This is an optimization exercise on Yosys and OpenROAD, whose aim is small area and a short achievable clock period, not a production implementation. Power and IR drop assume default switching activity.

==> exp/maple <==
==> flow/design.v <==
module ALU
  (input [31:0] ALUA,
    input [31:0] ALUB,
    input [3:0] ALUControl,
    input ALUFlagIn,
    input Clk,
    output reg [31:0] ALUResult,
    output reg [3:0] ALUFlags);
  wire [31:0] A = ALUA, B = ALUB;
  wire [3:0] op = ALUControl;
  wire f = ALUFlagIn;
  wire [31:0] T = ~B + 32'd1;
  reg [31:0] Y;
  always @* begin
    case (op[1:0])
      2'd0: Y = B;
      2'd1: Y = T;
      2'd2: Y = 32'd1;
      default: Y = 32'hFFFFFFFF;
    endcase
  end
  wire [32:0] S33 = {1'b0, A} + {1'b0, Y} + {32'd0, f};
  wire [31:0] sum = S33[31:0];
  wire cout = S33[32];
  function [31:0] rev(input [31:0] x);
    integer k;
    for (k = 0; k < 32; k = k + 1) rev[k] = x[31-k];
  endfunction
  wire big = |B[31:5];
  wire [4:0] n = B[4:0];
  wire [31:0] X = op[0] ? rev(A) : A;
  wire [63:0] xf = {{32{f}}, X} >> n;
  wire [31:0] shr = big ? ((op[0] | (B == 32'd32)) ? {32{f}} : 32'd0) : xf[31:0];
  wire [31:0] shres = op[0] ? rev(shr) : shr;
  wire S = ~big & A[~n];
  reg [31:0] R;
  always @* begin
    case (op)
      4'h0, 4'h1, 4'h2, 4'h3: R = sum;
      4'h4: R = A & B;
      4'h5: R = A | B;
      4'h6: R = f ? ~B : ~A;
      4'h7: R = A ^ B;
      4'h8, 4'h9: R = shres;
      default: R = 32'd0;
    endcase
  end
  wire Z = (R == 32'd0);
  wire bz = (B == 32'd0);
  reg [3:0] F;
  always @* begin
    F = 4'b0000;
    case (op)
      4'h0, 4'h2: F = {1'b0, cout, Z, 1'b0};
      4'h1: F = {cout, 1'b0, Z, ~bz & (~cout | (f & Z))};
      4'h3: F = {cout, 1'b0, Z, f ? Z : ~cout};
      4'h4, 4'h5, 4'h6, 4'h7: F = {2'b00, Z, 1'b0};
      4'h8, 4'h9: F = {1'b0, S, Z, 1'b0};
      default: F = 4'b0000;
    endcase
  end
  always @(posedge Clk) begin
    ALUResult <= R;
    ALUFlags <= F;
  end
endmodule
==> flow/run.sh <==
#!/bin/bash
# synth_recipe.tcl (not shown) runs the flow's synth.tcl, then flattens the netlist and writes it again
# the make line also repeats each setting of config.mk as NAME=value (left out here)
make -C /OpenROAD-flow-scripts/flow DESIGN_CONFIG=/design/flow/config.mk WORK_HOME=/design/flow/orfs CLKGATE_MAP_FILE= SYNTH_SCRIPT=/design/flow/synth_recipe.tcl finish
==> flow/config.mk <==
export PLATFORM = sky130hd
export DESIGN_NAME = ALU
export DESIGN_NICKNAME = ALU
export VERILOG_FILES = /design/flow/design.v
export SDC_FILE = /design/flow/constraint.sdc
export NUM_CORES = 4
export LEC_CHECK = 0
export CAP_MARGIN = 20
export CORE_MARGIN = 2
export CORE_UTILIZATION = 40
export SLEW_MARGIN = 20
==> flow/constraint.sdc <==
create_clock -name core_clock -period 11.5 [get_ports {Clk}]
set_input_delay 2.3000 -clock core_clock [delete_from_list [all_inputs] [get_ports {Clk}]]
set_output_delay 2.3000 -clock core_clock [all_outputs]
set_load 0.01 [all_outputs]
==> exp/delta (differences from exp/maple) <==
==> flow/design.v, changed modules only <==
module ALU
  (input [31:0] ALUA,
    input [31:0] ALUB,
    input [3:0] ALUControl,
    input ALUFlagIn,
    input Clk,
    output reg [31:0] ALUResult,
    output reg [3:0] ALUFlags);
  wire [31:0] A = ALUA, B = ALUB;
  wire [3:0] op = ALUControl;
  wire f = ALUFlagIn;
  wire arith = (op[3:2] == 2'b00);
  wire o_sub = (op == 4'h1);
  wire o_inc = (op == 4'h2);
  wire o_dec = (op == 4'h3);
  wire o_and = (op == 4'h4);
  wire o_or  = (op == 4'h5);
  wire o_not = (op == 4'h6);
  wire o_xor = (op == 4'h7);
  wire o_shr = (op == 4'h8);
  wire o_shl = (op == 4'h9);
  wire [31:0] Y;
  assign Y[0] = o_dec | o_inc | (B[0] ^ o_sub);
  assign Y[31:1] = {31{o_dec}} | ({31{~o_inc & ~o_dec}} & (B[31:1] ^ {31{o_sub}}));
  wire [31:0] S, C;
  assign S[0] = A[0] ^ Y[0] ^ o_sub;
  assign C[0] = (A[0] & Y[0]) | (o_sub & (A[0] ^ Y[0]));
  assign S[31:1] = A[31:1] ^ Y[31:1];
  assign C[31:1] = A[31:1] & Y[31:1];
  wire [31:0] p, g;
  assign p = S ^ {C[30:0], 1'b0};
  assign g = {S[31:1] & C[30:0], S[0] & f};
  wire [31:0] gl [0:5];
  wire [31:0] pl [0:5];
  assign gl[0] = g;
  assign pl[0] = p;
  genvar l, i;
  generate
    for (l = 0; l < 5; l = l + 1) begin : lev
      for (i = 0; i < 32; i = i + 1) begin : bt
        if ((i >> l) & 1) begin : comb
          localparam integer j = ((i >> l) << l) - 1;
          assign gl[l+1][i] = gl[l][i] | (pl[l][i] & gl[l][j]);
          assign pl[l+1][i] = pl[l][i] & pl[l][j];
        end else begin : pass
          assign gl[l+1][i] = gl[l][i];
          assign pl[l+1][i] = pl[l][i];
        end
      end
    end
  endgenerate
  wire [32:0] c = {gl[5], f};
  wire [31:0] sum = p ^ c[31:0];
  wire v32 = c[32] ^ C[31];        
  function [31:0] rev(input [31:0] x);
    integer k;
    for (k = 0; k < 32; k = k + 1) rev[k] = x[31-k];
  endfunction
  wire big = |B[31:5];
  wire [4:0] n = B[4:0];
  wire [31:0] X = op[0] ? rev(A) : A;
  wire [31:0] s0 = n[0] ? {f, X[31:1]} : X;
  wire [31:0] s1 = n[1] ? {{2{f}}, s0[31:2]} : s0;
  wire [31:0] s2 = n[2] ? {{4{f}}, s1[31:4]} : s1;
  wire [31:0] s3 = n[3] ? {{8{f}}, s2[31:8]} : s2;
  wire [31:0] s4 = n[4] ? {{16{f}}, s3[31:16]} : s3;
  wire fb = f & (op[0] | ((n == 5'd0) & (B[31:6] == 26'd0)));
  wire [31:0] sh = big ? {32{fb}} : s4;
  wire sflag = ~big & A[~n];
  wire [31:0] R = ({32{arith}} & sum)
                | ({32{o_and}} & (A & B))
                | ({32{o_or}}  & (A | B))
                | ({32{o_not}} & (f ? ~B : ~A))
                | ({32{o_xor}} & (A ^ B))
                | ({32{o_shr}} & sh)
                | ({32{o_shl}} & rev(sh));
  wire Z = ~|R;
  wire bz = ~|B;
  wire az = ~|A;
  wire [3:0] F;
  assign F[3] = (o_sub & (v32 ^ bz)) | (o_dec & v32);
  assign F[2] = ((op == 4'h0) | o_inc) & v32 | ((o_shr | o_shl) & sflag);
  assign F[1] = Z & ~(op[3] & (op[2] | op[1]));
  assign F[0] = (o_sub & ~bz & (~v32 | (f & Z))) | (o_dec & az);
  always @(posedge Clk) begin
    ALUResult <= R;
    ALUFlags <= F;
  end
endmodule
--- a/flow/config.mk
+++ b/flow/config.mk
@@ -10,2 +10,3 @@
 export CORE_UTILIZATION = 40
+export SETUP_SLACK_MARGIN = 5
 export SLEW_MARGIN = 20
==> notes <==
exp/maple produced a clean layout. exp/delta completed without violations. Combinational power: exp/maple is lower than exp/delta (8.9%). In exp/maple the global-route usage is higher than in exp/delta, by 2.2 points. Non-clock buffer count: exp/delta is higher than exp/maple (23). Of exp/delta and exp/maple, exp/delta has the higher fmax (gap about 15%, measured against exp/maple). Between exp/maple and exp/delta, the lower power is in exp/maple (gap 8.1%, measured against exp/delta).
Function was not checked in any run of this note: the RTL went through the layout flow alone.

========
==> inputs of wip/willow <==
ALU with an RTL version that a note above also has.
Settings: LEC_CHECK=0, ABC_AREA=1, CAP_MARGIN=20, CORE_MARGIN=2, CORE_UTILIZATION=40, SETUP_SLACK_MARGIN=5, SLEW_MARGIN=20; clock period 11.5 ns.
standard.sh (not shown) runs the stock make flow with config.mk's settings and CLKGATE_MAP_FILE= SYNTH_SCRIPT=/design/flow/synth_recipe.tcl, a recipe that flattens the netlist after the stock synthesis.
==> flow/flow/run.sh <==
#!/bin/bash
# The standard layout, with Yosys's full/half adder extraction turned off
# (ADDER_MAP_FILE empty) so that ABC maps the whole datapath itself.
set -euo pipefail
bash standard.sh ADDER_MAP_FILE= finish > flow_make.log 2>&1
==> wip/lagoon (differences from wip/willow) <==
==> flow/run.sh (new file) <==
#!/bin/bash
# synth_recipe.tcl (not shown) runs the flow's synth.tcl, then flattens the netlist and writes it again
# the make line also repeats each setting of config.mk as NAME=value (left out here)
make -C /OpenROAD-flow-scripts/flow DESIGN_CONFIG=/design/flow/config.mk WORK_HOME=/design/flow/orfs CLKGATE_MAP_FILE= SYNTH_SCRIPT=/design/flow/synth_recipe.tcl finish
- ABC_AREA: 1 -> not set
- SETUP_SLACK_MARGIN: 5 -> not set
removed: flow/flow/run.sh
removed: flow/standard.sh
==> wip/sierra (differences from wip/willow) <==
- SETUP_SLACK_MARGIN: 5 -> not set
==> results.txt <==
                                                                                  wip/willow       wip/sierra     wip/lagoon
Final Instance Count excl. Fillers                                                      2032             2031           1624
Core box area                                                                  0.02096 sq mm    0.02096 sq mm  0.02425 sq mm
Fraction of the yosys area taken by sequential cells                                  8.468%           8.468%         7.320%
Clock edge transition at the registers on the reported setup and hold paths          0.06 ns          0.06 ns        0.05 ns
P_comb                                                                              0.472 mW         0.466 mW       0.602 mW
Data required, critical path                                                        11.74 ns         11.74 ns       11.68 ns
Reported leakage power                                                              4.768 nW         4.745 nW       4.941 nW
Dominant cell type by area after synthesis                                           nand2_1          nand2_1           ha_1
Number of antenna violations at the first check in global routing                          0                0              2
Placer's final routability congestion estimate                                         1.036            1.036         0.9570
Cell with the largest stage delay on the worst path                          clkdlybuf4s50_1  clkdlybuf4s50_1          or2_2
Proportion of cell area occupied by registers                                         7.325%           7.394%         6.416%
Sequential cell fraction of total power                                                19.3%            19.5%          17.1%
Maximum single-stage delay on the critical path                                      0.49 ns          0.94 ns        0.59 ns
Result of the run                                           no timing/DRC/antenna violations  no timing/DRC/antenna violations  no timing/DRC/antenna violations
Hold EP                                                                          ALUFlags[1]      ALUFlags[1]    ALUFlags[3]
Area share of and/or/nand/nor cells after synthesis                                   55.56%           55.56%         17.79%
Cells resized by post-CTS repair                                                           8                0              0
Count of cell instances traversed by the critical path                                    27               25             23
Vias per inst                                                                          5.883            5.892          6.505
Worst hold slack                                                                    2.715 ns         2.723 ns       2.800 ns
Worst Path Buf+Inv                                                                         3                2              3
No functional check of the RTL was part of any run of this note.

[what the ideal ports hide]
Ports are ideal in the flow. The routed layouts listed here were re-timed in OpenROAD.
Step 1, drivers: a clkbuf_16 drives Clk and a buf_2 each remaining input, both assumed.
Step 2 also shifts input and output timing later by t, the mid clock arrival at the registers, as if the neighbouring blocks saw the same clock.
a / b / c = ideal ports / drivers / drivers and shift; a / b = the first two.
run | shift t [ns] | setup slack, ns | worst hold slack (ns) | worst register clock-pin slew, ns | worst slew at a driven data input, ns
exp/maple | 0.309 | 2.988 / 2.995 / 2.686 | 2.760 / 2.745 / 3.050 | 0.05 / 0.05 | 0.04
exp/delta | 0.301 | 4.078 / 4.044 / 3.743 | 2.507 / 2.510 / 2.811 | 0.05 / 0.05 | 0.06
wip/willow | 0.340 | 5.295 / 5.314 / 4.974 | 2.715 / 2.696 / 3.036 | 0.06 / 0.06 | 0.04
wip/lagoon | 0.302 | 2.808 / 2.801 / 2.499 | 2.800 / 2.795 / 3.052 | 0.05 / 0.05 | 0.07
wip/sierra | 0.341 | 4.453 / 4.476 / 4.136 | 2.723 / 2.701 / 3.041 | 0.06 / 0.06 | 0.04
After both steps setup and hold are still met in every run listed. For exp/delta, which loses most, drivers alone change the setup slack by -0.034 ns; drivers and shift together by -0.335 ns.
